From an optimization exercise on the open Yosys and OpenROAD flow, aimed at small area; shortcuts taken in it are not production practice. Function was checked by simulation only, so behaviour that the tests miss may differ from the original. Power is estimated from default activity; no workload was simulated.

Setup of the previous run:
// svo_hdmi_top
module svo_hdmi_top (
	input clk,
	input resetn,
	input term_in_tvalid,
	output term_in_tready,
	input [7:0] term_in_tdata,
	output [9:0] tmds_ch0,
	output [9:0] tmds_ch1,
	output [9:0] tmds_ch2
);
	reg [10:0] hh;
	reg [9:0] vw;
	reg dead;
	wire h_last = hh == 11'd1663;
	wire h_eol = hh == 11'd1279;
	always @(posedge clk) begin
		if (!resetn) begin
			hh <= 11'd1512;
			vw <= 10'd174;
			dead <= 1;
		end else begin
			hh <= h_last ? 11'd0 : hh + 11'd1;
			if (h_eol) begin
				vw <= vw == 10'd747 ? 10'd0 : vw + 10'd1;
				if (vw == 10'd727)
					dead <= 0;
			end
		end
	end
	wire h_act = hh < 11'd1280;
	wire v_act = vw >= 10'd8 && vw < 10'd728;
	wire hsync = hh >= 11'd1344 && hh < 11'd1472;
	wire vsync = vw >= 10'd731 && vw < 10'd736;
	wire blank = !(h_act && v_act);
	wire zero = dead && vw == 10'd174 && hh >= 11'd1512 && hh < 11'd1519;
	wire win1 = vw == 10'd174 && hh >= 11'd1517 && hh <= 11'd1524;
	wire win2 = vw == 10'd727 && hh >= 11'd1266 && hh <= 11'd1275;
	wire pe = dead ? (win1 || win2) : !blank;
	wire first = vw == 10'd174 && hh == 11'd1518;
	wire sof = dead ? first : vw == 10'd727 && hh == 11'd1263;
	wire sol = dead ? first : hh == 11'd1263;
	wire [2:0] p2_x = hh[2:0] + (dead ? (vw == 10'd174 ? 3'd1 : 3'd4) : 3'd0);
	wire [2:0] p3_x = hh[2:0] + (dead ? (vw == 10'd174 ? 3'd0 : 3'd3) : 3'd7);
	wire [2:0] p2_y = dead ? 3'd0 : vw[2:0] + (hh >= 11'd1264 ? 3'd1 : 3'd0);
	wire [2:0] p3_y = dead ? 3'd0 : vw[2:0] + (hh >= 11'd1265 ? 3'd1 : 3'd0);
	wire cap = dead ? vw == 10'd174 && hh == 11'd1514 : vw == 10'd727 && hh == 11'd1259;
	wire fg;
	svo_term svo_term (
		.clk(clk),
		.resetn(resetn),
  ...
clock: 13.4 ns
lec_check: 0
cap_margin: 20
core_margin: 2
core_utilization: 70
slew_margin: 20
standard.sh (not shown) runs the stock make flow with config.mk's settings and CLKGATE_MAP_FILE= SYNTH_SCRIPT=/design/flow/synth_recipe.tcl, a recipe that flattens the netlist after the stock synthesis.
==> flow/flow/run.sh <==
#!/bin/bash
# The standard layout with two changes:
#  - synthesis: the standard flow's synthesis script, except that ABC maps the logic with
#    flow/abc_area_nf.script (area-oriented) instead of ORFS's speed script.
#    Flip-flops are mapped before ABC runs, so the registers (names, count,
#    cell types) are exactly the standard synthesis's.
#  - clock tree: larger sink clusters and no dummy loads.
#  - port buffers: every input and output still gets its buffer, a buf_1.
set -euo pipefail
W=$(pwd)
export BUFFER_PORTS_ARGS="-buffer_cell sky130_fd_sc_hd__buf_1"
export CTS_ARGS="-sink_clustering_enable -repair_clock_nets -dont_use_dummy_load -sink_clustering_size 25 -sink_clustering_max_diameter 80"

sed "s|log_cmd abc {\*}\$abc_args|log_cmd abc -script $W/flow/abc_area_nf.script {*}[lrange \$abc_args 2 end]|" \
	"$FLOW_HOME/scripts/synth.tcl" > "$W/own_synth.tcl"
grep -q "abc_area_nf.script" "$W/own_synth.tcl"
sed "s|source \$::env(SCRIPTS_DIR)/synth.tcl|source $W/own_synth.tcl|" "$W/synth_recipe.tcl" > "$W/own_synth_recipe.tcl"
grep -q "own_synth.tcl" "$W/own_synth_recipe.tcl"
sed "s|SYNTH_SCRIPT=[^ ]*|SYNTH_SCRIPT=$W/own_synth_recipe.tcl|" "$W/standard.sh" > "$W/own_standard.sh"
grep -q "own_synth_recipe.tcl" "$W/own_standard.sh"

bash "$W/own_standard.sh" synth > "$W/synth.log" 2>&1
bash "$W/standard.sh" finish > "$W/standard.log" 2>&1
==> flow/flow/abc_area_nf.script <==
&get -n
&st
&dc2
&dch
&nf -R 1000
&st
&dc2
&dch
&nf -R 1000
&st
&dc2
&dch
&nf -R 1000
&put
What the current run does differently from the previous run at the input level:
# the previous run
export LEC_CHECK = 0
export CAP_MARGIN = 20
export CORE_MARGIN = 2
export CORE_UTILIZATION = 70
export SLEW_MARGIN = 20
create_clock -name core_clock -period 13.4 [get_ports {clk}]
# the current run
export LEC_CHECK = 0
export CAP_MARGIN = 20
export CORE_MARGIN = 2
export CORE_UTILIZATION = 60
export SLEW_MARGIN = 20
create_clock -name core_clock -period 13.4 [get_ports {clk}]
diff --git a/flow/flow/run.sh b/flow/flow/run.sh
--- a/flow/flow/run.sh
+++ b/flow/flow/run.sh
@@ -7,6 +7,4 @@
 #  - clock tree: larger sink clusters and no dummy loads.
-#  - port buffers: every input and output still gets its buffer, a buf_1.
 set -euo pipefail
 W=$(pwd)
-export BUFFER_PORTS_ARGS="-buffer_cell sky130_fd_sc_hd__buf_1"
 export CTS_ARGS="-sink_clustering_enable -repair_clock_nets -dont_use_dummy_load -sink_clustering_size 25 -sink_clustering_max_diameter 80"
==> flow/flow/abc_area_nf.script <==
&get -n
&st
&dc2
&dch
&nf -R 1000
&st
&dc2
&dch
&nf -R 1000
&put
--- outcome ---
On power attributed to sequential cells: the current run sits below the previous run.
Final instance area, the current run vs the previous run: up slightly
Delta (the current run minus the previous run): number of signal-net buffers in the layout picked up an extra 13; number of placed cells counting well taps picked up an extra 4.4%; per-cell via count in the routed design lost about 7%; register-to-register slack lost 0.20 ns; post-synthesis cell type count lost about 1.5%.
Clock period minus worst slack (lower): the previous run

-- afterwards: timing with drivers on the ports --
The results above use ideal ports. As a check the final layouts listed here were re-extracted and re-timed, cells and wires unchanged.
Step 1: set_driving_cell puts a clkbuf_16 on clk and a buf_2 on each other input, an assumption about the parent block.
Step 2 moves the port delays by t, midway between the first and last clock arrival at a register: inputs arrive t later, outputs are due t later. That takes back most of the time a late clock gives input paths.
a / b / c = ideal / step 1 / step 2; a / b = the first two.
run | t (ns) | slack for setup (ns) | hold WS [ns]
the previous run | 0.775 | 5.024 / 4.947 / 5.722 | 0.334 / 0.334 / 0.334
the current run | 0.812 | 4.399 / 4.310 / 5.123 | 0.363 / 0.363 / 0.363
After both steps setup and hold are still met in every run listed.
